Source: an optimization exercise on an open RTL-to-GDS flow (aim: small area, a short achievable clock period and few clock cycles per item). Production flows keep margins and buffers that such runs may drop. Only the layout flow was run in this run; the RTL was not checked for function there.

==> design.v <==
module Milestone_1 (
		input logic clock,
		input logic resetn,
		input logic start,
		output logic done,
		input logic  [15:0] SRAM_read_data,
		output logic [15:0] SRAM_write_data,
		output logic SRAM_we_n,
		output logic [17:0] SRAM_address
);
localparam S_PEND = 2'd0, S_LO = 2'd1, S_HI = 2'd2, S_DUP = 2'd3;
localparam W_BR = 2'd0, W_GB = 2'd1, W_RG = 2'd2;
typedef struct packed {
	logic       shift;
	logic [1:0] src;
	logic       pend_ld, rdq_ld, yw_ld, qy_hi, qy_lo, evenld, qyt_ld, qu_f, qv_f, b0_ld;
	logic [1:0] wsel;
	logic       wr, rd_y, yodd, rd_c, cv, fin;
	logic [1:0] cd;
} ctl_t;
function automatic ctl_t decode(input logic [4:0] f, input logic [6:0] kk, input logic last);
	ctl_t d;
	logic k79, k78;
	k79 = (kk == 7'd79);
	k78 = (kk == 7'd78);
	d = '0;
	if (!k79) begin
		case (f)
			5'd1: begin d.shift = 1'b1; d.src = S_PEND; end
			5'd2: begin d.shift = 1'b1; d.src = S_LO; end
			5'd6, 5'd7: begin d.shift = 1'b1; d.src = k78 ? S_DUP : S_HI; end
			default: d.src = S_DUP;
		endcase
	end else begin
		case (f)
			5'd1, 5'd2, 5'd5, 5'd6, 5'd9, 5'd10, 5'd11, 5'd12: begin d.shift = 1'b1; d.src = S_DUP; end
			5'd7, 5'd8, 5'd15, 5'd16: begin d.shift = 1'b1; d.src = S_HI; end
			5'd13: begin d.shift = 1'b1; d.src = S_PEND; end
			5'd14: begin d.shift = 1'b1; d.src = S_LO; end
			default: d.src = S_DUP;
		endcase
	end
	d.pend_ld = (f == 5'd6) || (k79 && (f == 5'd7 || f == 5'd15));
	d.rdq_ld  = (f == 5'd2) || (f == 5'd6) || (k79 && (f == 5'd7 || f == 5'd14 || f == 5'd15));
	d.yw_ld   = (f == 5'd1) || (f == 5'd7) || (k79 && f == 5'd16);
	d.qy_hi   = (f == 5'd4) || (!k79 && f == 5'd9) || (k79 && f == 5'd18);
	d.qy_lo   = (f == 5'd0) || (f == 5'd5);
	d.evenld  = (f == 5'd0) || (f == 5'd5);
	d.qyt_ld  = (f == 5'd0) || (f == 5'd1) || (f == 5'd5) || (f == 5'd6);
	d.qu_f    = k79 ? (f == 5'd2 || f == 5'd6) : (f == 5'd2 || f == 5'd7);
	d.qv_f    = k79 ? (f == 5'd3 || f == 5'd7) : (f == 5'd3 || f == 5'd8);
	d.b0_ld   = (f == 5'd2) || (f == 5'd7);
	d.wsel    = (f == 5'd2 || f == 5'd7) ? W_RG : (f == 5'd1 || f == 5'd6 || f == 5'd10) ? W_GB : W_BR;
	d.wr      = (f == 5'd0 || f == 5'd1 || f == 5'd2 || f == 5'd5 || f == 5'd6 || f == 5'd7) ||
	            (k79 && last && (f == 5'd9 || f == 5'd10));
	d.rd_y    = k79 ? (f == 5'd13 || f == 5'd17) : (f == 5'd4 || f == 5'd8);
	d.yodd    = (f == 5'd8) || (f == 5'd17);
	d.rd_c    = k79 ? (f == 5'd3 || f == 5'd4 || f == 5'd11 || f == 5'd12 || f == 5'd18) :
	                  ((f == 5'd9 && kk <= 7'd76) || (f == 5'd3 && kk <= 7'd77));
	d.cv      = k79 ? (f == 5'd4 || f == 5'd12) : (f == 5'd3);
	d.cd      = (f == 5'd9 || f == 5'd18) ? 2'd2 : (k79 && (f == 5'd3 || f == 5'd4)) ? 2'd0 : 2'd1;
	d.fin     = k79 && last && (f == 5'd10);
	decode = d;
endfunction
logic        run, pro;
logic [4:0]  fc;
logic [6:0]  k;
logic [14:0] fr;    
logic [16:0] wa;
ctl_t        q;
logic [7:0]  c [0:9];
logic [15:0] rd_q, yw;
logic [7:0]  pend;
logic [8:0]  fa, fbn, fcn;
logic [16:0] fq;
logic [8:0]  qu, qv;
logic [7:0]  qy8;
logic [24:0] qyt;
logic [10:0] rs, rc, gs, gc, bs, bc;
logic        rl, gl, bl;
logic        nu, nv;
logic [7:0]  b0;
wire k79     = (k == 7'd79);
wire lastrow = (fr == 15'd19199);
wire [14:0] fr1 = fr + 15'd1;
wire end_frame = k79 ? (fc == 5'd18) : (fc == 5'd9);
logic [4:0] nfc;
logic [6:0] nk;
always_comb begin
	if (!run) begin
		nfc = 5'd4;
		nk  = 7'd79;
	end else if (end_frame) begin
		nfc = 5'd0;
		nk  = k79 ? 7'd0 : k + 7'd1;
	end else begin
		nfc = fc + 5'd1;
		nk  = k;
	end
end
logic [7:0] nsmp;
always_comb begin
	case (q.src)
		S_PEND: nsmp = pend;
		S_LO:   nsmp = rd_q[7:0];
		S_HI:   nsmp = rd_q[15:8];
		default: nsmp = c[8];
	endcase
end
logic [7:0] cn [0:9];
always_comb begin
	for (int i = 0; i < 9; i++) cn[i] = q.shift ? c[i+1] : c[i];
	cn[9] = q.shift ? nsmp : c[9];
end
wire [16:0] fq_w;
m_fq u_fq (.b(fbn), .c(fcn), .o(fq_w));
always_ff @(posedge clock) begin
	q <= decode(nfc, nk, lastrow && run);
	for (int i = 0; i < 10; i++) c[i] <= cn[i];
	fbn <= {1'b0, ~cn[2]} + {1'b0, ~cn[8]};
	fcn <= {1'b0, cn[4]} + {1'b0, cn[6]};
	fa  <= {1'b0, c[0]} + {1'b0, nsmp};
	fq  <= fq_w;
	if (q.pend_ld) pend <= rd_q[7:0];
	if (q.rdq_ld) rd_q <= SRAM_read_data;
	if (q.yw_ld) yw <= SRAM_read_data;
end
wire [16:0] ft;
m_f2 u_f2 (.a(fa), .q(fq), .o(ft));
wire [8:0] fz = ft[16:8];
wire [24:0] ytv;
m_yt u_yt (.y(qy8), .o(ytv));
always_ff @(posedge clock) begin
	if (q.qy_hi) qy8 <= yw[15:8];
	else if (q.qy_lo) qy8 <= yw[7:0];
	if (q.evenld) begin
		qu <= {1'b0, c[4]} + 9'd104;
		qv <= {1'b0, c[5]} + 9'd104;
	end else begin
		if (q.qu_f) qu <= fz;
		if (q.qv_f) qv <= fz;
	end
	if (q.qyt_ld) qyt <= ytv;
end
wire [10:0] rs_w, rc_w, gs_w, gc_w, bs_w, bc_w;
wire        rl_w, gl_w, bl_w;
m_r u_r (.yt(qyt), .zv(qv), .hs(rs_w), .hc(rc_w), .cl(rl_w));
m_g u_g (.yt(qyt), .zu(qu), .zv(qv), .hs(gs_w), .hc(gc_w), .cl(gl_w));
m_b u_b (.yt(qyt), .zu(qu), .hs(bs_w), .hc(bc_w), .cl(bl_w));
always_ff @(posedge clock) begin
	rs <= rs_w; rc <= rc_w; rl <= rl_w;
	gs <= gs_w; gc <= gc_w; gl <= gl_w;
	bs <= bs_w; bc <= bc_w; bl <= bl_w;
	nu <= (qu < 9'd104);
	nv <= (qv < 9'd104);
end
function automatic [7:0] clip(input [10:0] s, input [10:0] cc, input ci, input neg);
	logic [11:0] tt;
	logic [10:0] t;
	tt = {s, 1'b1} + {cc, ci};
	t = tt[11:1];
	clip = (neg | t[10]) ? 8'd0 : ((|t[9:8]) ? 8'd255 : t[7:0]);
endfunction
wire [7:0] r8 = clip(rs, rc, rl, nv);
wire [7:0] g8 = clip(gs, gc, gl, nu | nv);
wire [7:0] b8 = clip(bs, bc, bl, nu);
wire do_wr = q.wr && !pro;
logic [15:0] wdat;
always_comb begin
	case (q.wsel)
		W_RG: wdat = {r8, g8};
		W_GB: wdat = {g8, b8};
		default: wdat = {b0, r8};
	endcase
end
always_ff @(posedge clock) begin
	SRAM_write_data <= wdat;
	if (q.b0_ld) b0 <= b8;
	fc <= nfc;
	k  <= nk;
	if (!run) begin
		if (start) begin
			pro  <= 1'b1;
			fr   <= 15'h7fff;
			wa   <= 17'd15872;
			SRAM_address <= 18'd38400;
		end
	end else begin
		if (k == 7'd0 && fc == 5'd1) pro <= 1'b0;
		if (end_frame) fr <= fr1;
		if (do_wr) begin
			SRAM_address <= {1'b1, wa};
			wa <= wa + 17'd1;
		end else if (q.rd_y) begin
			SRAM_address <= {2'b0, fr1, q.yodd};
		end else begin
			SRAM_address <= {1'b0, {2'b0, fr1} + (q.cv ? 17'd57600 : 17'd38400) + {15'd0, q.cd}};
		end
	end
end
always_ff @(posedge clock or negedge resetn) begin
	if (!resetn) begin
		run <= 1'b0;
		done <= 1'b0;
		SRAM_we_n <= 1'b1;
	end else begin
		done <= 1'b0;
		SRAM_we_n <= 1'b1;
		if (!run) begin
			if (start) run <= 1'b1;
		end else begin
			if (do_wr) SRAM_we_n <= 1'b0;
			if (q.fin) begin
				done <= 1'b1;
				run <= 1'b0;
			end
		end
	end
end
endmodule
module m_yt(input logic [7:0] y, output logic [24:0] o);
  wire t1 = y[7] ^ y[5]; wire t2 = y[7] & y[5];
  wire t3 = y[6] ^ y[4]; wire t4 = y[6] & y[4];
  wire t5 = y[7] ^ y[5]; wire t6 = y[7] & y[5];
  wire t7 = y[4] ^ y[2]; wire t8 = y[4] & y[2];
  wire t9 = y[5] ^ y[3] ^ y[1]; wire t10 = (y[5] & y[3]) | (y[5] & y[1]) | (y[3] & y[1]);
  wire t11 = y[6] ^ y[4] ^ y[2]; wire t12 = (y[6] & y[4]) | (y[6] & y[2]) | (y[4] & y[2]);
  wire t13 = y[3] ^ y[0] ^ 1'b1; wire t14 = (y[3] & y[0]) | (y[3] & 1'b1) | (y[0] & 1'b1);
  wire t15 = y[1] ^ 1'b1 ^ t2; wire t16 = (y[1] & 1'b1) | (y[1] & t2) | (1'b1 & t2);
  wire t17 = y[2] ^ 1'b1 ^ t4; wire t18 = (y[2] & 1'b1) | (y[2] & t4) | (1'b1 & t4);
  wire t19 = y[6] ^ y[3] ^ 1'b1; wire t20 = (y[6] & y[3]) | (y[6] & 1'b1) | (y[3] & 1'b1);
  wire t21 = y[7] ^ y[4]; wire t22 = y[7] & y[4];
  wire t23 = y[2] ^ y[0]; wire t24 = y[2] & y[0];
  wire t25 = y[3] ^ y[1] ^ 1'b1; wire t26 = (y[3] & y[1]) | (y[3] & 1'b1) | (y[1] & 1'b1);
  wire t27 = y[0] ^ 1'b1 ^ t7; wire t28 = (y[0] & 1'b1) | (y[0] & t7) | (1'b1 & t7);
  wire t29 = 1'b1 ^ t8 ^ t9; wire t30 = (1'b1 & t8) | (1'b1 & t9) | (t8 & t9);
  wire t31 = 1'b1 ^ t10 ^ t11; wire t32 = (1'b1 & t10) | (1'b1 & t11) | (t10 & t11);
  wire t33 = t1 ^ t12 ^ t13; wire t34 = (t1 & t12) | (t1 & t13) | (t12 & t13);
  wire t35 = t3 ^ t14 ^ t15; wire t36 = (t3 & t14) | (t3 & t15) | (t14 & t15);
  wire t37 = t5 ^ t16 ^ t17; wire t38 = (t5 & t16) | (t5 & t17) | (t16 & t17);
  wire t39 = t6 ^ t18 ^ t19; wire t40 = (t6 & t18) | (t6 & t19) | (t18 & t19);
  wire t41 = 1'b1 ^ t20 ^ t21; wire t42 = (1'b1 & t20) | (1'b1 & t21) | (t20 & t21);
  wire t43 = y[5] ^ 1'b1 ^ t22; wire t44 = (y[5] & 1'b1) | (y[5] & t22) | (1'b1 & t22);
  wire t45 = y[6] ^ 1'b1; wire t46 = y[6] & 1'b1;
  wire t47 = y[7] ^ 1'b1; wire t48 = y[7] & 1'b1;
  wire [24:0] ra = {1'b1, t46, t44, t42, t40, t38, t36, t34, t32, t30, t28, t26, t24, 1'b1, y[1], ~y[7], ~y[6], ~y[5], ~y[4], ~y[3], ~y[2], ~y[1], ~y[0], 1'b0, 1'b0};
  wire [24:0] rb = {t48, t47, t45, t43, t41, t39, t37, t35, t33, t31, t29, t27, t25, t23, 1'b1, y[0], 1'b0, 1'b0, 1'b0, 1'b0, 1'b0, 1'b0, 1'b1, 1'b0, 1'b0};
  assign o = ra + rb;
endmodule
module m_fq(input logic [8:0] b, input logic [8:0] c, output logic [16:0] o);
  wire t1 = b[5] ^ ~b[3]; wire t2 = b[5] & ~b[3];
  wire t3 = b[6] ^ ~b[4]; wire t4 = b[6] & ~b[4];
  wire t5 = b[7] ^ ~b[5]; wire t6 = b[7] & ~b[5];
  wire t7 = b[8] ^ ~b[6]; wire t8 = b[8] & ~b[6];
  wire t9 = b[3] ^ ~b[1]; wire t10 = b[3] & ~b[1];
  wire t11 = b[4] ^ ~b[2] ^ b[0]; wire t12 = (b[4] & ~b[2]) | (b[4] & b[0]) | (~b[2] & b[0]);
  wire t13 = ~c[6] ^ c[1]; wire t14 = ~c[6] & c[1];
  wire t15 = b[1] ^ ~c[7] ^ c[2]; wire t16 = (b[1] & ~c[7]) | (b[1] & c[2]) | (~c[7] & c[2]);
  wire t17 = c[0] ^ 1'b1 ^ t1; wire t18 = (c[0] & 1'b1) | (c[0] & t1) | (1'b1 & t1);
  wire t19 = b[2] ^ ~c[8] ^ c[3]; wire t20 = (b[2] & ~c[8]) | (b[2] & c[3]) | (~c[8] & c[3]);
  wire t21 = c[1] ^ t2 ^ t3; wire t22 = (c[1] & t2) | (c[1] & t3) | (t2 & t3);
  wire t23 = b[3] ^ c[4] ^ c[2]; wire t24 = (b[3] & c[4]) | (b[3] & c[2]) | (c[4] & c[2]);
  wire t25 = 1'b1 ^ t4 ^ t5; wire t26 = (1'b1 & t4) | (1'b1 & t5) | (t4 & t5);
  wire t27 = b[4] ^ c[5] ^ c[3]; wire t28 = (b[4] & c[5]) | (b[4] & c[3]) | (c[5] & c[3]);
  wire t29 = 1'b1 ^ t6 ^ t7; wire t30 = (1'b1 & t6) | (1'b1 & t7) | (t6 & t7);
  wire t31 = ~b[7] ^ b[5] ^ c[6]; wire t32 = (~b[7] & b[5]) | (~b[7] & c[6]) | (b[5] & c[6]);
  wire t33 = c[4] ^ 1'b1 ^ t8; wire t34 = (c[4] & 1'b1) | (c[4] & t8) | (1'b1 & t8);
  wire t35 = ~b[8] ^ b[6] ^ c[7]; wire t36 = (~b[8] & b[6]) | (~b[8] & c[7]) | (b[6] & c[7]);
  wire t37 = c[5] ^ 1'b1; wire t38 = c[5] & 1'b1;
  wire t39 = b[7] ^ c[8]; wire t40 = b[7] & c[8];
  wire t41 = b[2] ^ ~b[0]; wire t42 = b[2] & ~b[0];
  wire t43 = ~c[5] ^ c[0] ^ 1'b1; wire t44 = (~c[5] & c[0]) | (~c[5] & 1'b1) | (c[0] & 1'b1);
  wire t45 = 1'b1 ^ t10 ^ t11; wire t46 = (1'b1 & t10) | (1'b1 & t11) | (t10 & t11);
  wire t47 = t12 ^ t14 ^ t15; wire t48 = (t12 & t14) | (t12 & t15) | (t14 & t15);
  wire t49 = t16 ^ t18 ^ t19; wire t50 = (t16 & t18) | (t16 & t19) | (t18 & t19);
  wire t51 = t20 ^ t22 ^ t23; wire t52 = (t20 & t22) | (t20 & t23) | (t22 & t23);
  wire t53 = t24 ^ t26 ^ t27; wire t54 = (t24 & t26) | (t24 & t27) | (t26 & t27);
  wire t55 = t28 ^ t30 ^ t31; wire t56 = (t28 & t30) | (t28 & t31) | (t30 & t31);
  wire t57 = t32 ^ t34 ^ t35; wire t58 = (t32 & t34) | (t32 & t35) | (t34 & t35);
  wire t59 = c[6] ^ t36 ^ t38; wire t60 = (c[6] & t36) | (c[6] & t38) | (t36 & t38);
  wire t61 = b[8] ^ c[7] ^ 1'b1; wire t62 = (b[8] & c[7]) | (b[8] & 1'b1) | (c[7] & 1'b1);
  wire t63 = b[1] ^ ~c[3]; wire t64 = b[1] & ~c[3];
  wire t65 = ~c[4] ^ 1'b1 ^ t41; wire t66 = (~c[4] & 1'b1) | (~c[4] & t41) | (1'b1 & t41);
  wire t67 = t9 ^ t42 ^ t43; wire t68 = (t9 & t42) | (t9 & t43) | (t42 & t43);
  wire t69 = t13 ^ t44 ^ t45; wire t70 = (t13 & t44) | (t13 & t45) | (t44 & t45);
  wire t71 = t17 ^ t46 ^ t47; wire t72 = (t17 & t46) | (t17 & t47) | (t46 & t47);
  wire t73 = t21 ^ t48 ^ t49; wire t74 = (t21 & t48) | (t21 & t49) | (t48 & t49);
  wire t75 = t25 ^ t50 ^ t51; wire t76 = (t25 & t50) | (t25 & t51) | (t50 & t51);
  wire t77 = t29 ^ t52 ^ t53; wire t78 = (t29 & t52) | (t29 & t53) | (t52 & t53);
  wire t79 = t33 ^ t54 ^ t55; wire t80 = (t33 & t54) | (t33 & t55) | (t54 & t55);
  wire t81 = t37 ^ t56 ^ t57; wire t82 = (t37 & t56) | (t37 & t57) | (t56 & t57);
  wire t83 = t39 ^ t58 ^ t59; wire t84 = (t39 & t58) | (t39 & t59) | (t58 & t59);
  wire t85 = t40 ^ t60 ^ t61; wire t86 = (t40 & t60) | (t40 & t61) | (t60 & t61);
  wire t87 = c[8] ^ 1'b1 ^ t62; wire t88 = (c[8] & 1'b1) | (c[8] & t62) | (1'b1 & t62);
  wire [16:0] ra = {1'b1, t86, t84, t82, t80, t78, t76, t74, t72, t70, t68, t66, t64, 1'b1, b[0], ~c[1], ~c[0]};
  wire [16:0] rb = {t88, t87, t85, t83, t81, t79, t77, t75, t73, t71, t69, t67, t65, t63, ~c[2], 1'b0, 1'b1};
  assign o = ra + rb;
endmodule
module m_f2(input logic [8:0] a, input logic [16:0] q, output logic [16:0] o);
  wire t1 = a[4] ^ a[2]; wire t2 = a[4] & a[2];
  wire t3 = a[5] ^ a[3] ^ a[1]; wire t4 = (a[5] & a[3]) | (a[5] & a[1]) | (a[3] & a[1]);
  wire t5 = a[6] ^ a[4] ^ a[2]; wire t6 = (a[6] & a[4]) | (a[6] & a[2]) | (a[4] & a[2]);
  wire t7 = a[7] ^ a[5] ^ a[3]; wire t8 = (a[7] & a[5]) | (a[7] & a[3]) | (a[5] & a[3]);
  wire t9 = a[8] ^ a[6] ^ a[4]; wire t10 = (a[8] & a[6]) | (a[8] & a[4]) | (a[6] & a[4]);
  wire t11 = a[7] ^ a[5]; wire t12 = a[7] & a[5];
  wire t13 = a[8] ^ a[6]; wire t14 = a[8] & a[6];
  wire t15 = a[2] ^ a[0]; wire t16 = a[2] & a[0];
  wire t17 = a[3] ^ a[1] ^ q[3]; wire t18 = (a[3] & a[1]) | (a[3] & q[3]) | (a[1] & q[3]);
  wire t19 = a[0] ^ q[4] ^ t1; wire t20 = (a[0] & q[4]) | (a[0] & t1) | (q[4] & t1);
  wire t21 = q[5] ^ t2 ^ t3; wire t22 = (q[5] & t2) | (q[5] & t3) | (t2 & t3);
  wire t23 = q[6] ^ t4 ^ t5; wire t24 = (q[6] & t4) | (q[6] & t5) | (t4 & t5);
  wire t25 = q[7] ^ t6 ^ t7; wire t26 = (q[7] & t6) | (q[7] & t7) | (t6 & t7);
  wire t27 = q[8] ^ t8 ^ t9; wire t28 = (q[8] & t8) | (q[8] & t9) | (t8 & t9);
  wire t29 = q[9] ^ t10 ^ t11; wire t30 = (q[9] & t10) | (q[9] & t11) | (t10 & t11);
  wire t31 = q[10] ^ t12 ^ t13; wire t32 = (q[10] & t12) | (q[10] & t13) | (t12 & t13);
  wire t33 = a[7] ^ q[11] ^ t14; wire t34 = (a[7] & q[11]) | (a[7] & t14) | (q[11] & t14);
  wire t35 = a[8] ^ q[12]; wire t36 = a[8] & q[12];
  wire [16:0] ra = {q[16], q[15], q[14], q[13], t34, t32, t30, t28, t26, t24, t22, t20, t18, t16, q[2], a[1], a[0]};
  wire [16:0] rb = {1'b0, 1'b0, 1'b0, t36, t35, t33, t31, t29, t27, t25, t23, t21, t19, t17, t15, q[1], q[0]};
  assign o = ra + rb;
endmodule
module m_r(input logic [24:0] yt, input logic [8:0] zv, output logic [10:0] hs, output logic [10:0] hc, output logic cl);
  wire t1 = yt[7] ^ ~zv[7]; wire t2 = yt[7] & ~zv[7];
  wire t3 = yt[8] ^ ~zv[8] ^ zv[6]; wire t4 = (yt[8] & ~zv[8]) | (yt[8] & zv[6]) | (~zv[8] & zv[6]);
  wire t5 = zv[4] ^ zv[1]; wire t6 = zv[4] & zv[1];
  wire t7 = yt[9] ^ zv[7] ^ zv[5]; wire t8 = (yt[9] & zv[7]) | (yt[9] & zv[5]) | (zv[7] & zv[5]);
  wire t9 = yt[10] ^ zv[8]; wire t10 = yt[10] & zv[8];
  wire t11 = yt[11] ^ zv[7]; wire t12 = yt[11] & zv[7];
  wire t13 = yt[12] ^ zv[8]; wire t14 = yt[12] & zv[8];
  wire t15 = yt[13] ^ zv[6] ^ ~zv[2]; wire t16 = (yt[13] & zv[6]) | (yt[13] & ~zv[2]) | (zv[6] & ~zv[2]);
  wire t17 = yt[14] ^ zv[7]; wire t18 = yt[14] & zv[7];
  wire t19 = yt[15] ^ zv[8] ^ ~zv[4]; wire t20 = (yt[15] & zv[8]) | (yt[15] & ~zv[4]) | (zv[8] & ~zv[4]);
  wire t21 = zv[2] ^ ~zv[0]; wire t22 = zv[2] & ~zv[0];
  wire t23 = yt[16] ^ ~zv[5] ^ zv[3]; wire t24 = (yt[16] & ~zv[5]) | (yt[16] & zv[3]) | (~zv[5] & zv[3]);
  wire t25 = ~zv[1] ^ 1'b1; wire t26 = ~zv[1] & 1'b1;
  wire t27 = yt[17] ^ ~zv[6] ^ zv[4]; wire t28 = (yt[17] & ~zv[6]) | (yt[17] & zv[4]) | (~zv[6] & zv[4]);
  wire t29 = ~zv[2] ^ zv[0] ^ 1'b1; wire t30 = (~zv[2] & zv[0]) | (~zv[2] & 1'b1) | (zv[0] & 1'b1);
  wire t31 = yt[18] ^ ~zv[7] ^ zv[5]; wire t32 = (yt[18] & ~zv[7]) | (yt[18] & zv[5]) | (~zv[7] & zv[5]);
  wire t33 = ~zv[3] ^ zv[1]; wire t34 = ~zv[3] & zv[1];
  wire t35 = yt[19] ^ ~zv[8] ^ zv[6]; wire t36 = (yt[19] & ~zv[8]) | (yt[19] & zv[6]) | (~zv[8] & zv[6]);
  wire t37 = ~zv[4] ^ zv[2] ^ 1'b1; wire t38 = (~zv[4] & zv[2]) | (~zv[4] & 1'b1) | (zv[2] & 1'b1);
  wire t39 = yt[20] ^ zv[7] ^ ~zv[5]; wire t40 = (yt[20] & zv[7]) | (yt[20] & ~zv[5]) | (zv[7] & ~zv[5]);
  wire t41 = yt[21] ^ zv[8] ^ ~zv[6]; wire t42 = (yt[21] & zv[8]) | (yt[21] & ~zv[6]) | (zv[8] & ~zv[6]);
  wire t43 = yt[22] ^ ~zv[7]; wire t44 = yt[22] & ~zv[7];
  wire t45 = yt[3] ^ ~zv[3]; wire t46 = yt[3] & ~zv[3];
  wire t47 = yt[4] ^ ~zv[4] ^ zv[2]; wire t48 = (yt[4] & ~zv[4]) | (yt[4] & zv[2]) | (~zv[4] & zv[2]);
  wire t49 = yt[5] ^ ~zv[5] ^ zv[3]; wire t50 = (yt[5] & ~zv[5]) | (yt[5] & zv[3]) | (~zv[5] & zv[3]);
  wire t51 = yt[6] ^ ~zv[6] ^ zv[4]; wire t52 = (yt[6] & ~zv[6]) | (yt[6] & zv[4]) | (~zv[6] & zv[4]);
  wire t53 = zv[5] ^ zv[3] ^ zv[0]; wire t54 = (zv[5] & zv[3]) | (zv[5] & zv[0]) | (zv[3] & zv[0]);
  wire t55 = 1'b1 ^ t2 ^ t3; wire t56 = (1'b1 & t2) | (1'b1 & t3) | (t2 & t3);
  wire t57 = zv[2] ^ t4 ^ t6; wire t58 = (zv[2] & t4) | (zv[2] & t6) | (t4 & t6);
  wire t59 = zv[6] ^ zv[3] ^ t8; wire t60 = (zv[6] & zv[3]) | (zv[6] & t8) | (zv[3] & t8);
  wire t61 = zv[4] ^ ~zv[0] ^ t10; wire t62 = (zv[4] & ~zv[0]) | (zv[4] & t10) | (~zv[0] & t10);
  wire t63 = zv[5] ^ ~zv[1] ^ t12; wire t64 = (zv[5] & ~zv[1]) | (zv[5] & t12) | (~zv[1] & t12);
  wire t65 = zv[0] ^ 1'b1 ^ t14; wire t66 = (zv[0] & 1'b1) | (zv[0] & t14) | (1'b1 & t14);
  wire t67 = ~zv[3] ^ zv[1] ^ t16; wire t68 = (~zv[3] & zv[1]) | (~zv[3] & t16) | (zv[1] & t16);
  wire t69 = 1'b1 ^ t18 ^ t19; wire t70 = (1'b1 & t18) | (1'b1 & t19) | (t18 & t19);
  wire t71 = t20 ^ t22 ^ t23; wire t72 = (t20 & t22) | (t20 & t23) | (t22 & t23);
  wire t73 = t24 ^ t26 ^ t27; wire t74 = (t24 & t26) | (t24 & t27) | (t26 & t27);
  wire t75 = t28 ^ t30 ^ t31; wire t76 = (t28 & t30) | (t28 & t31) | (t30 & t31);
  wire t77 = t32 ^ t34 ^ t35; wire t78 = (t32 & t34) | (t32 & t35) | (t34 & t35);
  wire t79 = zv[3] ^ t36 ^ t38; wire t80 = (zv[3] & t36) | (zv[3] & t38) | (t36 & t38);
  wire t81 = zv[4] ^ 1'b1 ^ t40; wire t82 = (zv[4] & 1'b1) | (zv[4] & t40) | (1'b1 & t40);
  wire t83 = zv[5] ^ 1'b1 ^ t42; wire t84 = (zv[5] & 1'b1) | (zv[5] & t42) | (1'b1 & t42);
  wire t85 = yt[23] ^ ~zv[8] ^ zv[6]; wire t86 = (yt[23] & ~zv[8]) | (yt[23] & zv[6]) | (~zv[8] & zv[6]);
  wire t87 = yt[24] ^ zv[7]; wire t88 = yt[24] & zv[7];
  wire t89 = yt[0] ^ ~zv[0]; wire t90 = yt[0] & ~zv[0];
  wire t91 = yt[1] ^ ~zv[1]; wire t92 = yt[1] & ~zv[1];
  wire t93 = yt[2] ^ ~zv[2] ^ zv[0]; wire t94 = (yt[2] & ~zv[2]) | (yt[2] & zv[0]) | (~zv[2] & zv[0]);
  wire t95 = zv[1] ^ 1'b1 ^ t45; wire t96 = (zv[1] & 1'b1) | (zv[1] & t45) | (1'b1 & t45);
  wire t97 = zv[0] ^ t46 ^ t47; wire t98 = (zv[0] & t46) | (zv[0] & t47) | (t46 & t47);
  wire t99 = zv[1] ^ t48 ^ t49; wire t100 = (zv[1] & t48) | (zv[1] & t49) | (t48 & t49);
  wire t101 = zv[2] ^ t50 ^ t51; wire t102 = (zv[2] & t50) | (zv[2] & t51) | (t50 & t51);
  wire t103 = t1 ^ t52 ^ t53; wire t104 = (t1 & t52) | (t1 & t53) | (t52 & t53);
  wire t105 = t5 ^ t54 ^ t55; wire t106 = (t5 & t54) | (t5 & t55) | (t54 & t55);
  wire t107 = t7 ^ t56 ^ t57; wire t108 = (t7 & t56) | (t7 & t57) | (t56 & t57);
  wire t109 = t9 ^ t58 ^ t59; wire t110 = (t9 & t58) | (t9 & t59) | (t58 & t59);
  wire t111 = t11 ^ t60 ^ t61; wire t112 = (t11 & t60) | (t11 & t61) | (t60 & t61);
  wire t113 = t13 ^ t62 ^ t63; wire t114 = (t13 & t62) | (t13 & t63) | (t62 & t63);
  wire t115 = t15 ^ t64 ^ t65; wire t116 = (t15 & t64) | (t15 & t65) | (t64 & t65);
  wire t117 = t17 ^ t66 ^ t67; wire t118 = (t17 & t66) | (t17 & t67) | (t66 & t67);
  wire t119 = t21 ^ t68 ^ t69; wire t120 = (t21 & t68) | (t21 & t69) | (t68 & t69);
  wire t121 = t25 ^ t70 ^ t71; wire t122 = (t25 & t70) | (t25 & t71) | (t70 & t71);
  wire t123 = t29 ^ t72 ^ t73; wire t124 = (t29 & t72) | (t29 & t73) | (t72 & t73);
  wire t125 = t33 ^ t74 ^ t75; wire t126 = (t33 & t74) | (t33 & t75) | (t74 & t75);
  wire t127 = t37 ^ t76 ^ t77; wire t128 = (t37 & t76) | (t37 & t77) | (t76 & t77);
  wire t129 = t39 ^ t78 ^ t79; wire t130 = (t39 & t78) | (t39 & t79) | (t78 & t79);
  wire t131 = t41 ^ t80 ^ t81; wire t132 = (t41 & t80) | (t41 & t81) | (t80 & t81);
  wire t133 = t43 ^ t82 ^ t83; wire t134 = (t43 & t82) | (t43 & t83) | (t82 & t83);
  wire t135 = t44 ^ t84 ^ t85; wire t136 = (t44 & t84) | (t44 & t85) | (t84 & t85);
  wire t137 = 1'b1 ^ t86 ^ t87; wire t138 = (1'b1 & t86) | (1'b1 & t87) | (t86 & t87);
  wire t139 = zv[8] ^ t88; wire t140 = zv[8] & t88;
  wire [26:0] ra = {1'b1, t138, t136, t134, t132, t130, t128, t126, t124, t122, t120, t118, t116, t114, t112, t110, t108, t106, t104, t102, t100, t98, t96, t94, t92, t90, 1'b1};
  wire [26:0] rb = {t140, t139, t137, t135, t133, t131, t129, t127, t125, t123, t121, t119, t117, t115, t113, t111, t109, t107, t105, t103, t101, t99, t97, t95, t93, t91, t89};
  wire [16:0] lsum = {1'b0, ra[15:0]} + {1'b0, rb[15:0]};
  assign cl = lsum[16];
  assign hs = ra[26:16];
  assign hc = rb[26:16];
endmodule
module m_g(input logic [24:0] yt, input logic [8:0] zu, input logic [8:0] zv, output logic [10:0] hs, output logic [10:0] hc, output logic cl);
  wire t1 = yt[15] ^ ~zu[5]; wire t2 = yt[15] & ~zu[5];
  wire t3 = yt[16] ^ ~zu[6] ^ zu[3]; wire t4 = (yt[16] & ~zu[6]) | (yt[16] & zu[3]) | (~zu[6] & zu[3]);
  wire t5 = ~zu[1] ^ ~zv[4]; wire t6 = ~zu[1] & ~zv[4];
  wire t7 = yt[17] ^ ~zu[7] ^ zu[4]; wire t8 = (yt[17] & ~zu[7]) | (yt[17] & zu[4]) | (~zu[7] & zu[4]);
  wire t9 = ~zu[2] ^ ~zv[5]; wire t10 = ~zu[2] & ~zv[5];
  wire t11 = yt[18] ^ ~zu[8] ^ zu[5]; wire t12 = (yt[18] & ~zu[8]) | (yt[18] & zu[5]) | (~zu[8] & zu[5]);
  wire t13 = ~zu[3] ^ ~zv[6] ^ zv[4]; wire t14 = (~zu[3] & ~zv[6]) | (~zu[3] & zv[4]) | (~zv[6] & zv[4]);
  wire t15 = yt[19] ^ zu[6] ^ ~zu[4]; wire t16 = (yt[19] & zu[6]) | (yt[19] & ~zu[4]) | (zu[6] & ~zu[4]);
  wire t17 = ~zv[7] ^ zv[5]; wire t18 = ~zv[7] & zv[5];
  wire t19 = yt[20] ^ zu[7] ^ ~zu[5]; wire t20 = (yt[20] & zu[7]) | (yt[20] & ~zu[5]) | (zu[7] & ~zu[5]);
  wire t21 = ~zv[8] ^ zv[6]; wire t22 = ~zv[8] & zv[6];
  wire t23 = yt[21] ^ zu[8]; wire t24 = yt[21] & zu[8];
  wire t25 = yt[5] ^ zu[2] ^ ~zu[0]; wire t26 = (yt[5] & zu[2]) | (yt[5] & ~zu[0]) | (zu[2] & ~zu[0]);
  wire t27 = yt[6] ^ zu[3] ^ ~zu[1]; wire t28 = (yt[6] & zu[3]) | (yt[6] & ~zu[1]) | (zu[3] & ~zu[1]);
  wire t29 = yt[7] ^ zu[4] ^ ~zu[2]; wire t30 = (yt[7] & zu[4]) | (yt[7] & ~zu[2]) | (zu[4] & ~zu[2]);
  wire t31 = yt[8] ^ zu[5] ^ ~zu[3]; wire t32 = (yt[8] & zu[5]) | (yt[8] & ~zu[3]) | (zu[5] & ~zu[3]);
  wire t33 = yt[9] ^ zu[6] ^ ~zu[4]; wire t34 = (yt[9] & zu[6]) | (yt[9] & ~zu[4]) | (zu[6] & ~zu[4]);
  wire t35 = yt[10] ^ zu[7] ^ ~zu[5]; wire t36 = (yt[10] & zu[7]) | (yt[10] & ~zu[5]) | (zu[7] & ~zu[5]);
  wire t37 = ~zu[0] ^ ~zv[5]; wire t38 = ~zu[0] & ~zv[5];
  wire t39 = yt[11] ^ zu[8] ^ ~zu[6]; wire t40 = (yt[11] & zu[8]) | (yt[11] & ~zu[6]) | (zu[8] & ~zu[6]);
  wire t41 = ~zu[1] ^ ~zv[6]; wire t42 = ~zu[1] & ~zv[6];
  wire t43 = yt[12] ^ ~zu[7] ^ ~zu[2]; wire t44 = (yt[12] & ~zu[7]) | (yt[12] & ~zu[2]) | (~zu[7] & ~zu[2]);
  wire t45 = ~zv[7] ^ ~zv[0]; wire t46 = ~zv[7] & ~zv[0];
  wire t47 = yt[13] ^ ~zu[8] ^ ~zu[3]; wire t48 = (yt[13] & ~zu[8]) | (yt[13] & ~zu[3]) | (~zu[8] & ~zu[3]);
  wire t49 = zu[0] ^ ~zv[8] ^ ~zv[1]; wire t50 = (zu[0] & ~zv[8]) | (zu[0] & ~zv[1]) | (~zv[8] & ~zv[1]);
  wire t51 = yt[14] ^ ~zu[4] ^ zu[1]; wire t52 = (yt[14] & ~zu[4]) | (yt[14] & zu[1]) | (~zu[4] & zu[1]);
  wire t53 = ~zv[2] ^ zv[0] ^ 1'b1; wire t54 = (~zv[2] & zv[0]) | (~zv[2] & 1'b1) | (zv[0] & 1'b1);
  wire t55 = zu[2] ^ ~zu[0] ^ ~zv[3]; wire t56 = (zu[2] & ~zu[0]) | (zu[2] & ~zv[3]) | (~zu[0] & ~zv[3]);
  wire t57 = zv[1] ^ 1'b1 ^ t1; wire t58 = (zv[1] & 1'b1) | (zv[1] & t1) | (1'b1 & t1);
  wire t59 = zv[2] ^ ~zv[0] ^ 1'b1; wire t60 = (zv[2] & ~zv[0]) | (zv[2] & 1'b1) | (~zv[0] & 1'b1);
  wire t61 = t2 ^ t3 ^ t5; wire t62 = (t2 & t3) | (t2 & t5) | (t3 & t5);
  wire t63 = zv[3] ^ ~zv[1] ^ t4; wire t64 = (zv[3] & ~zv[1]) | (zv[3] & t4) | (~zv[1] & t4);
  wire t65 = t6 ^ t7 ^ t9; wire t66 = (t6 & t7) | (t6 & t9) | (t7 & t9);
  wire t67 = ~zv[2] ^ 1'b1 ^ t8; wire t68 = (~zv[2] & 1'b1) | (~zv[2] & t8) | (1'b1 & t8);
  wire t69 = t10 ^ t11 ^ t13; wire t70 = (t10 & t11) | (t10 & t13) | (t11 & t13);
  wire t71 = ~zv[3] ^ 1'b1 ^ t12; wire t72 = (~zv[3] & 1'b1) | (~zv[3] & t12) | (1'b1 & t12);
  wire t73 = t14 ^ t15 ^ t17; wire t74 = (t14 & t15) | (t14 & t17) | (t15 & t17);
  wire t75 = ~zv[4] ^ 1'b1 ^ t16; wire t76 = (~zv[4] & 1'b1) | (~zv[4] & t16) | (1'b1 & t16);
  wire t77 = t18 ^ t19 ^ t21; wire t78 = (t18 & t19) | (t18 & t21) | (t19 & t21);
  wire t79 = ~zu[6] ^ zv[7] ^ ~zv[5]; wire t80 = (~zu[6] & zv[7]) | (~zu[6] & ~zv[5]) | (zv[7] & ~zv[5]);
  wire t81 = t20 ^ t22 ^ t23; wire t82 = (t20 & t22) | (t20 & t23) | (t22 & t23);
  wire t83 = yt[22] ^ ~zu[7] ^ zv[8]; wire t84 = (yt[22] & ~zu[7]) | (yt[22] & zv[8]) | (~zu[7] & zv[8]);
  wire t85 = ~zv[6] ^ 1'b1 ^ t24; wire t86 = (~zv[6] & 1'b1) | (~zv[6] & t24) | (1'b1 & t24);
  wire t87 = yt[23] ^ ~zu[8] ^ ~zv[7]; wire t88 = (yt[23] & ~zu[8]) | (yt[23] & ~zv[7]) | (~zu[8] & ~zv[7]);
  wire t89 = yt[3] ^ zu[0]; wire t90 = yt[3] & zu[0];
  wire t91 = yt[4] ^ zu[1]; wire t92 = yt[4] & zu[1];
  wire t93 = ~zv[5] ^ ~zv[0] ^ 1'b1; wire t94 = (~zv[5] & ~zv[0]) | (~zv[5] & 1'b1) | (~zv[0] & 1'b1);
  wire t95 = ~zv[6] ^ ~zv[1] ^ t26; wire t96 = (~zv[6] & ~zv[1]) | (~zv[6] & t26) | (~zv[1] & t26);
  wire t97 = ~zv[7] ^ ~zv[2] ^ t28; wire t98 = (~zv[7] & ~zv[2]) | (~zv[7] & t28) | (~zv[2] & t28);
  wire t99 = ~zv[8] ^ ~zv[3] ^ t30; wire t100 = (~zv[8] & ~zv[3]) | (~zv[8] & t30) | (~zv[3] & t30);
  wire t101 = ~zv[4] ^ 1'b1 ^ t32; wire t102 = (~zv[4] & 1'b1) | (~zv[4] & t32) | (1'b1 & t32);
  wire t103 = 1'b1 ^ t34 ^ t35; wire t104 = (1'b1 & t34) | (1'b1 & t35) | (t34 & t35);
  wire t105 = t36 ^ t38 ^ t39; wire t106 = (t36 & t38) | (t36 & t39) | (t38 & t39);
  wire t107 = t40 ^ t42 ^ t43; wire t108 = (t40 & t42) | (t40 & t43) | (t42 & t43);
  wire t109 = t44 ^ t46 ^ t47; wire t110 = (t44 & t46) | (t44 & t47) | (t46 & t47);
  wire t111 = t48 ^ t50 ^ t51; wire t112 = (t48 & t50) | (t48 & t51) | (t50 & t51);
  wire t113 = t52 ^ t54 ^ t55; wire t114 = (t52 & t54) | (t52 & t55) | (t54 & t55);
  wire t115 = t56 ^ t58 ^ t59; wire t116 = (t56 & t58) | (t56 & t59) | (t58 & t59);
  wire t117 = t60 ^ t62 ^ t63; wire t118 = (t60 & t62) | (t60 & t63) | (t62 & t63);
  wire t119 = t64 ^ t66 ^ t67; wire t120 = (t64 & t66) | (t64 & t67) | (t66 & t67);
  wire t121 = t68 ^ t70 ^ t71; wire t122 = (t68 & t70) | (t68 & t71) | (t70 & t71);
  wire t123 = t72 ^ t74 ^ t75; wire t124 = (t72 & t74) | (t72 & t75) | (t74 & t75);
  wire t125 = t76 ^ t78 ^ t79; wire t126 = (t76 & t78) | (t76 & t79) | (t78 & t79);
  wire t127 = t80 ^ t82 ^ t83; wire t128 = (t80 & t82) | (t80 & t83) | (t82 & t83);
  wire t129 = 1'b1 ^ t84 ^ t86; wire t130 = (1'b1 & t84) | (1'b1 & t86) | (t84 & t86);
  wire t131 = yt[24] ^ ~zv[8] ^ 1'b1; wire t132 = (yt[24] & ~zv[8]) | (yt[24] & 1'b1) | (~zv[8] & 1'b1);
  wire t133 = yt[0] ^ ~zv[0]; wire t134 = yt[0] & ~zv[0];
  wire t135 = yt[1] ^ ~zv[1]; wire t136 = yt[1] & ~zv[1];
  wire t137 = yt[2] ^ ~zv[2]; wire t138 = yt[2] & ~zv[2];
  wire t139 = ~zv[3] ^ 1'b1 ^ t89; wire t140 = (~zv[3] & 1'b1) | (~zv[3] & t89) | (1'b1 & t89);
  wire t141 = ~zv[4] ^ t90 ^ t91; wire t142 = (~zv[4] & t90) | (~zv[4] & t91) | (t90 & t91);
  wire t143 = t25 ^ t92 ^ t93; wire t144 = (t25 & t92) | (t25 & t93) | (t92 & t93);
  wire t145 = t27 ^ t94 ^ t95; wire t146 = (t27 & t94) | (t27 & t95) | (t94 & t95);
  wire t147 = t29 ^ t96 ^ t97; wire t148 = (t29 & t96) | (t29 & t97) | (t96 & t97);
  wire t149 = t31 ^ t98 ^ t99; wire t150 = (t31 & t98) | (t31 & t99) | (t98 & t99);
  wire t151 = t33 ^ t100 ^ t101; wire t152 = (t33 & t100) | (t33 & t101) | (t100 & t101);
  wire t153 = t37 ^ t102 ^ t103; wire t154 = (t37 & t102) | (t37 & t103) | (t102 & t103);
  wire t155 = t41 ^ t104 ^ t105; wire t156 = (t41 & t104) | (t41 & t105) | (t104 & t105);
  wire t157 = t45 ^ t106 ^ t107; wire t158 = (t45 & t106) | (t45 & t107) | (t106 & t107);
  wire t159 = t49 ^ t108 ^ t109; wire t160 = (t49 & t108) | (t49 & t109) | (t108 & t109);
  wire t161 = t53 ^ t110 ^ t111; wire t162 = (t53 & t110) | (t53 & t111) | (t110 & t111);
  wire t163 = t57 ^ t112 ^ t113; wire t164 = (t57 & t112) | (t57 & t113) | (t112 & t113);
  wire t165 = t61 ^ t114 ^ t115; wire t166 = (t61 & t114) | (t61 & t115) | (t114 & t115);
  wire t167 = t65 ^ t116 ^ t117; wire t168 = (t65 & t116) | (t65 & t117) | (t116 & t117);
  wire t169 = t69 ^ t118 ^ t119; wire t170 = (t69 & t118) | (t69 & t119) | (t118 & t119);
  wire t171 = t73 ^ t120 ^ t121; wire t172 = (t73 & t120) | (t73 & t121) | (t120 & t121);
  wire t173 = t77 ^ t122 ^ t123; wire t174 = (t77 & t122) | (t77 & t123) | (t122 & t123);
  wire t175 = t81 ^ t124 ^ t125; wire t176 = (t81 & t124) | (t81 & t125) | (t124 & t125);
  wire t177 = t85 ^ t126 ^ t127; wire t178 = (t85 & t126) | (t85 & t127) | (t126 & t127);
  wire t179 = t87 ^ t128 ^ t129; wire t180 = (t87 & t128) | (t87 & t129) | (t128 & t129);
  wire t181 = t88 ^ t130 ^ t131; wire t182 = (t88 & t130) | (t88 & t131) | (t130 & t131);
  wire [26:0] ra = {1'b1, t132, t180, t178, t176, t174, t172, t170, t168, t166, t164, t162, t160, t158, t156, t154, t152, t150, t148, t146, t144, t142, t140, t138, t136, t134, 1'b1};
  wire [26:0] rb = {1'b0, t182, t181, t179, t177, t175, t173, t171, t169, t167, t165, t163, t161, t159, t157, t155, t153, t151, t149, t147, t145, t143, t141, t139, t137, t135, t133};
  wire [16:0] lsum = {1'b0, ra[15:0]} + {1'b0, rb[15:0]};
  assign cl = lsum[16];
  assign hs = ra[26:16];
  assign hc = rb[26:16];
endmodule
module m_b(input logic [24:0] yt, input logic [8:0] zu, output logic [10:0] hs, output logic [10:0] hc, output logic cl);
  wire t1 = yt[6] ^ ~zu[6]; wire t2 = yt[6] & ~zu[6];
  wire t3 = yt[7] ^ ~zu[7] ^ ~zu[5]; wire t4 = (yt[7] & ~zu[7]) | (yt[7] & ~zu[5]) | (~zu[7] & ~zu[5]);
  wire t5 = zu[2] ^ zu[0]; wire t6 = zu[2] & zu[0];
  wire t7 = yt[8] ^ ~zu[8] ^ ~zu[6]; wire t8 = (yt[8] & ~zu[8]) | (yt[8] & ~zu[6]) | (~zu[8] & ~zu[6]);
  wire t9 = zu[3] ^ zu[1] ^ 1'b1; wire t10 = (zu[3] & zu[1]) | (zu[3] & 1'b1) | (zu[1] & 1'b1);
  wire t11 = yt[9] ^ ~zu[7] ^ zu[4]; wire t12 = (yt[9] & ~zu[7]) | (yt[9] & zu[4]) | (~zu[7] & zu[4]);
  wire t13 = yt[10] ^ ~zu[8] ^ zu[5]; wire t14 = (yt[10] & ~zu[8]) | (yt[10] & zu[5]) | (~zu[8] & zu[5]);
  wire t15 = yt[11] ^ zu[6] ^ zu[4]; wire t16 = (yt[11] & zu[6]) | (yt[11] & zu[4]) | (zu[6] & zu[4]);
  wire t17 = yt[12] ^ zu[7]; wire t18 = yt[12] & zu[7];
  wire t19 = yt[13] ^ zu[8] ^ zu[6]; wire t20 = (yt[13] & zu[8]) | (yt[13] & zu[6]) | (zu[8] & zu[6]);
  wire t21 = yt[2] ^ ~zu[2]; wire t22 = yt[2] & ~zu[2];
  wire t23 = yt[3] ^ ~zu[3] ^ ~zu[1]; wire t24 = (yt[3] & ~zu[3]) | (yt[3] & ~zu[1]) | (~zu[3] & ~zu[1]);
  wire t25 = yt[4] ^ ~zu[4]; wire t26 = yt[4] & ~zu[4];
  wire t27 = yt[5] ^ ~zu[5] ^ ~zu[3]; wire t28 = (yt[5] & ~zu[5]) | (yt[5] & ~zu[3]) | (~zu[5] & ~zu[3]);
  wire t29 = ~zu[4] ^ zu[1] ^ 1'b1; wire t30 = (~zu[4] & zu[1]) | (~zu[4] & 1'b1) | (zu[1] & 1'b1);
  wire t31 = 1'b1 ^ t2 ^ t3; wire t32 = (1'b1 & t2) | (1'b1 & t3) | (t2 & t3);
  wire t33 = t4 ^ t6 ^ t7; wire t34 = (t4 & t6) | (t4 & t7) | (t6 & t7);
  wire t35 = zu[2] ^ t8 ^ t10; wire t36 = (zu[2] & t8) | (zu[2] & t10) | (t8 & t10);
  wire t37 = zu[3] ^ zu[0] ^ t12; wire t38 = (zu[3] & zu[0]) | (zu[3] & t12) | (zu[0] & t12);
  wire t39 = zu[1] ^ 1'b1 ^ t14; wire t40 = (zu[1] & 1'b1) | (zu[1] & t14) | (1'b1 & t14);
  wire t41 = zu[5] ^ zu[2] ^ t16; wire t42 = (zu[5] & zu[2]) | (zu[5] & t16) | (zu[2] & t16);
  wire t43 = zu[3] ^ 1'b1 ^ t18; wire t44 = (zu[3] & 1'b1) | (zu[3] & t18) | (1'b1 & t18);
  wire t45 = yt[14] ^ zu[7] ^ zu[4]; wire t46 = (yt[14] & zu[7]) | (yt[14] & zu[4]) | (zu[7] & zu[4]);
  wire t47 = yt[15] ^ zu[8]; wire t48 = yt[15] & zu[8];
  wire t49 = yt[16] ^ zu[6]; wire t50 = yt[16] & zu[6];
  wire t51 = yt[17] ^ zu[7]; wire t52 = yt[17] & zu[7];
  wire t53 = yt[18] ^ zu[8]; wire t54 = yt[18] & zu[8];
  wire t55 = yt[19] ^ zu[2]; wire t56 = yt[19] & zu[2];
  wire t57 = yt[20] ^ zu[3]; wire t58 = yt[20] & zu[3];
  wire t59 = yt[0] ^ ~zu[0]; wire t60 = yt[0] & ~zu[0];
  wire t61 = yt[1] ^ ~zu[1]; wire t62 = yt[1] & ~zu[1];
  wire t63 = ~zu[0] ^ 1'b1 ^ t21; wire t64 = (~zu[0] & 1'b1) | (~zu[0] & t21) | (1'b1 & t21);
  wire t65 = 1'b1 ^ t22 ^ t23; wire t66 = (1'b1 & t22) | (1'b1 & t23) | (t22 & t23);
  wire t67 = ~zu[2] ^ t24 ^ t25; wire t68 = (~zu[2] & t24) | (~zu[2] & t25) | (t24 & t25);
  wire t69 = zu[0] ^ t26 ^ t27; wire t70 = (zu[0] & t26) | (zu[0] & t27) | (t26 & t27);
  wire t71 = t1 ^ t28 ^ t29; wire t72 = (t1 & t28) | (t1 & t29) | (t28 & t29);
  wire t73 = t5 ^ t30 ^ t31; wire t74 = (t5 & t30) | (t5 & t31) | (t30 & t31);
  wire t75 = t9 ^ t32 ^ t33; wire t76 = (t9 & t32) | (t9 & t33) | (t32 & t33);
  wire t77 = t11 ^ t34 ^ t35; wire t78 = (t11 & t34) | (t11 & t35) | (t34 & t35);
  wire t79 = t13 ^ t36 ^ t37; wire t80 = (t13 & t36) | (t13 & t37) | (t36 & t37);
  wire t81 = t15 ^ t38 ^ t39; wire t82 = (t15 & t38) | (t15 & t39) | (t38 & t39);
  wire t83 = t17 ^ t40 ^ t41; wire t84 = (t17 & t40) | (t17 & t41) | (t40 & t41);
  wire t85 = t19 ^ t42 ^ t43; wire t86 = (t19 & t42) | (t19 & t43) | (t42 & t43);
  wire t87 = t20 ^ t44 ^ t45; wire t88 = (t20 & t44) | (t20 & t45) | (t44 & t45);
  wire t89 = zu[5] ^ t46 ^ t47; wire t90 = (zu[5] & t46) | (zu[5] & t47) | (t46 & t47);
  wire t91 = 1'b1 ^ t48 ^ t49; wire t92 = (1'b1 & t48) | (1'b1 & t49) | (t48 & t49);
  wire t93 = zu[0] ^ t50 ^ t51; wire t94 = (zu[0] & t50) | (zu[0] & t51) | (t50 & t51);
  wire t95 = zu[1] ^ t52 ^ t53; wire t96 = (zu[1] & t52) | (zu[1] & t53) | (t52 & t53);
  wire t97 = 1'b1 ^ t54 ^ t55; wire t98 = (1'b1 & t54) | (1'b1 & t55) | (t54 & t55);
  wire t99 = 1'b1 ^ t56 ^ t57; wire t100 = (1'b1 & t56) | (1'b1 & t57) | (t56 & t57);
  wire t101 = yt[21] ^ zu[4] ^ t58; wire t102 = (yt[21] & zu[4]) | (yt[21] & t58) | (zu[4] & t58);
  wire t103 = yt[22] ^ zu[5]; wire t104 = yt[22] & zu[5];
  wire t105 = yt[23] ^ zu[6]; wire t106 = yt[23] & zu[6];
  wire t107 = yt[24] ^ zu[7]; wire t108 = yt[24] & zu[7];
  wire t109 = zu[8] ^ 1'b1; wire t110 = zu[8] & 1'b1;
  wire [26:0] ra = {1'b1, t108, t106, t104, t102, t100, t98, t96, t94, t92, t90, t88, t86, t84, t82, t80, t78, t76, t74, t72, t70, t68, t66, t64, t62, t60, 1'b1};
  wire [26:0] rb = {t110, t109, t107, t105, t103, t101, t99, t97, t95, t93, t91, t89, t87, t85, t83, t81, t79, t77, t75, t73, t71, t69, t67, t65, t63, t61, t59};
  wire [16:0] lsum = {1'b0, ra[15:0]} + {1'b0, rb[15:0]};
  assign cl = lsum[16];
  assign hs = ra[26:16];
  assign hc = rb[26:16];
endmodule
==> flow/run.sh <==
#!/bin/bash
# Standard ORFS layout, with timing repair aiming below the clock period
# (setup repair margin 7.5 ns on the 11 ns clock).
set -e
export SETUP_SLACK_MARGIN=7.5
bash standard.sh > standard.log 2>&1
==> standard.sh <==
#!/bin/bash
# synth_recipe.tcl (not shown) runs the flow's synth.tcl, then flattens the netlist and writes it again
# the make line also repeats each setting of config.mk as NAME=value (left out here)
make -C /OpenROAD-flow-scripts/flow DESIGN_CONFIG=/design/flow/config.mk WORK_HOME=/design/flow/orfs CLKGATE_MAP_FILE= SYNTH_SCRIPT=/design/flow/synth_recipe.tcl "${@:-finish}"
==> config.mk <==
export PLATFORM = sky130hd
export DESIGN_NAME = Milestone_1
export DESIGN_NICKNAME = Milestone_1
export VERILOG_FILES = /design/flow/design.v
export SDC_FILE = /design/flow/constraint.sdc
export NUM_CORES = 4
export LEC_CHECK = 0
export CAP_MARGIN = 20
export CORE_MARGIN = 2
export CORE_UTILIZATION = 30
export SLEW_MARGIN = 20
==> constraint.sdc <==
create_clock -name core_clock -period 11.0 [get_ports {clock}]
set_input_delay 2.2000 -clock core_clock [delete_from_list [all_inputs] [get_ports {clock}]]
set_output_delay 2.2000 -clock core_clock [all_outputs]
set_load 0.01 [all_outputs]
==> notes.md <==
- Crit path launch type: flip-flop
- Slowest-stage cell, CP: fa_1
- Setup TNS: 0 ns
- Clock transition at path regs: 0.06 ns
- Post-route ant nets: 0
- Worst-margin pin slew: 0.951 ns
- CTS Buf Count: 45
- Starting Density: 30.4%
- Status: finished clean
- Fin crit period: 3.51 ns
- Ys async rst share: 0.767%
- Layout overhead on the synthesized area: 15.7%
- Hold crit path type: reg2reg
- Hold Vio Cnt, Final: 0
- Mapped Cells: 2,383
- Fillers: 8,356
- IO Pins: 55
- Die Area: 87,500 µm²
- Minimum hold slack: 0.396 ns
- GR Util met2: 22.0%
- GR met1 Demand/Resource: 17.2%
- Core Area: 84,000 µm²
- DIE HEIGHT: 296 µm
- Total GRT Usage: 13.1%
- DRT Pass-1 Iters: 5
- CTS Root Buffer Type: clkbuf_16
- Leading register cell type out of synthesis: edfxtp_1
- Clk latency of the worst-skew pair: 0.60 ns
- Post-synthesis register bit count: 391
- CP cell instances: fa_1 -> inv_1 -> fa_1 -> fa_1 -> inv_2 -> ha_4 -> or2_4 -> a21oi_4 -> a211oi_2 -> or3_4 -> a31o_4 -> a21oi_2 -> xnor2_1
- Pins Over Slew Limit: 0
- Gr busiest metal: met2
- H-tree levels: 2
- Worst setup EP type: flip-flop
- Final worst-path cycle share: 31.9%
- Avg Cell Area, Syn: 10.7 µm²
- Die W: 296 µm
- Avg Vias per Cell: 4.52
- Gpl congestion: 0.824
- Clock buffer depth: 3
- Post-synth EDFFs: 196
- WP data arrival: 4.01 ns
- Final Setup Violations: 0
- Drt first-iter violations: 740
- Ant diodes: 0
- Routed wire length per instance: 15.4 µm
- RSZ-0062 raised after global routing: true
- Row cnt: 106
- Synth warn: 3
- DR DRC count: 0
- Final #Nets: 2,980
- Met3 usage: 2.86%
- Vias in the first global route: 16,800
- DRT Wirelength: 56.6 mm
- Via count: 16,600
- Fmax: 285 MHz
- Critical Path Most Common Cell: fa_1
- GRT overflow: 0
- First-pass GRT wire length: 90.8 mm
- IO Port Bufs: 54
- Post-CTS Hold Fix Bufs: 0
- Setup CP Type: reg2reg
- Relative slew slack: 36.5%
- Initial antenna violation count: 1
- Final Util: 35.2%
- Clk sinks: 391
- CTS tree: done
- Largest fanout on the critical path: 2
- CP required: 11.49 ns
- Crit path largest cell delay: 0.53 ns
- Max Cap Viol: 0
- Ratio of cells with drive above 1 in the final layout: 10.8%
- Post-DP HPWL: 43.7 mm
- Syn nets: 2,860
- Largest net degree at the start of global routing: 42
- Max Clock Skew: 0.0424 ns
- Mapped Area: 25,500 µm²
- Netlist cell types: 89
- Register area share after synthesis: 38.4%
[registers in the layout, indices dropped and copies added, names as in the netlist, 9 cells and up]
register / flops
fq: 17
bs: 10
fa: 9
yw: 16
c: 80
bc: 11
wa: 17
rd_q: 16
fcn: 9
rc: 11
qu: 9
gc: 10
rs: 10
qyt: 23
gs: 10
fr: 15
SRAM_write_data: 16
q: 21
qv: 9
fbn: 9
SRAM_address: 18
[layout make-up]
cell class	count	area (µm²)	area share [%]
clock buffers	54	1210	4.10
clock inverters	30	338	1.14
inverters	478	1810	6.14
multi-input cells	1473	14000	47.3
flip-flops and latches	391	9830	33.3
well taps	1134	1420	4.80
repair buffers	114	971	3.29
[logic make-up (layout without fill, tap and decap cells)]
family,after synthesis,count (layout),share of synthesized area (%)
buffers and inverters,520,676,7.76
AND/OR/NAND/NOR,460,461,8.99
adder cells (fa/ha/maj),458,458,28.0
flip-flops,391,391,38.4
AO/OA/AOI/OAI,375,375,9.88
XOR/XNOR,118,118,4.05
multiplexers,61,61,2.90
[synth_stat cells (26+ instances only)]
| master | number | area (µm²) |
|---|---|---|
| inv_1 | 476 | 1790 |
| a21oi_1 | 96 | 480 |
| nand2b_1 | 26 | 163 |
| xnor2_1 | 85 | 744 |
| nor2_1 | 108 | 405 |
| edfxtp_1 | 196 | 5890 |
| fa_1 | 189 | 3780 |
| mux2i_1 | 29 | 290 |
| nand2_1 | 120 | 450 |
| xor2_1 | 33 | 289 |
| ha_1 | 269 | 3370 |
| nor3_1 | 28 | 140 |
| o211ai_1 | 27 | 203 |
| o21a_1 | 32 | 240 |
| o21ai_0 | 67 | 335 |
| nand3_1 | 43 | 215 |
| dfxtp_1 | 192 | 3840 |
| a21o_1 | 27 | 203 |
[metal layers]
metal / vias to the layer above / wire length (µm) / share of wire (%)
li1: 8253 / - / -
met1: 7980 / 26100 / 46
met2: 280 / 26600 / 47
met3: 81 / 2720 / 4.8
met4: 2 / 1210 / 2.1
met5: - / 11 / 0.019
[worst paths after layout]
kind / start / end / slack, ns / cells past startpoint
max in group asynchronous: resetn / SRAM_we_n$_DFF_PN1_ / 8.98 / 1
min in group asynchronous: resetn / run$_DFF_PN0_ / 1.79 / 1
worst max-delay path: fbn[1]$_DFF_P_ / fq[16]$_DFF_P_ / 7.49 / 13
worst min register to register: fcn[0]$_DFF_P_ / fq[0]$_DFF_P_ / 0.40 / 0
worst min-delay path: fcn[0]$_DFF_P_ / fq[0]$_DFF_P_ / 0.40 / 0
worst max register to register: fbn[1]$_DFF_P_ / fq[16]$_DFF_P_ / 7.49 / 13
[layout by cell type (no fill, tap or decap), types with 16 or more instances in the layout]
cell type and count:
a21o_1 27, a21oi_1 89, and3_1 22, buf_4 56, clkbuf_16 46, clkdlybuf4s50_1 18
dfxtp_1 175, dfxtp_2 16, dlygate4sd2_1 17, edfxtp_1 196, fa_1 187, ha_1 259
inv_1 460, mux2_2 24, mux2i_1 29, nand2_1 120, nand2b_1 26, nand3_1 43
nand4_1 17, nor2_1 107, nor2b_1 18, nor3_1 27, o211ai_1 27, o21a_1 32
o21ai_0 64, or3_1 17, xnor2_1 85, xor2_1 33
[per-stage QoR]
stage	setup slack, ns	instances	area (µm²)
after floorplan	7.53	2383	25600
after global placement	7.18	3539	27400
after detailed placement	7.15	3539	27400
after CTS	7.36	3639	29100
after global routing	7.38	3674	29500
final	7.49	3674	29500
[timing repair]
item | in CTS | in global routing
endpoints found under the setup margin | 51 | 49
pin swaps | 10 | 26
gates resized for setup | 80 | 57
setup buffers | 16 | 34
gates cloned | 0 | 1
[worst max-delay path, delay by kind of cell, from the launching register on]
kind,cells,cell delay [ns]
simple gates,2,0.58
fa+ha+maj,4,1.71
compound gates,4,0.56
buf+inv,2,0.10
xor+xnor,1,0.12
flops,1,0.33

## what the ideal ports hide
The results above use ideal ports. As a check the final layout listed here was re-extracted and re-timed, cells and wires unchanged.
Step 1 assumes that a clkbuf_16 drives the clock port and a buf_2 every other input.
Step 2 adds t to the input delays and takes it off the output delays; t is the mean of the earliest and latest rising clock arrival at the registers after step 1. Input paths then give back, and output paths get back, about the clock's delay inside the block.
a / b / c = ideal ports / drivers / drivers and shift; a / b = the first two.
shift t [ns]: 0.639
setup WS [ns]: 7.486 / 7.486 / 7.191
hold slack, ns: 0.396 / 0.396 / 0.396
After both steps setup and hold are still met in this run. For this run, drivers alone change the setup slack by 0.000 ns; drivers and shift together by -0.295 ns.
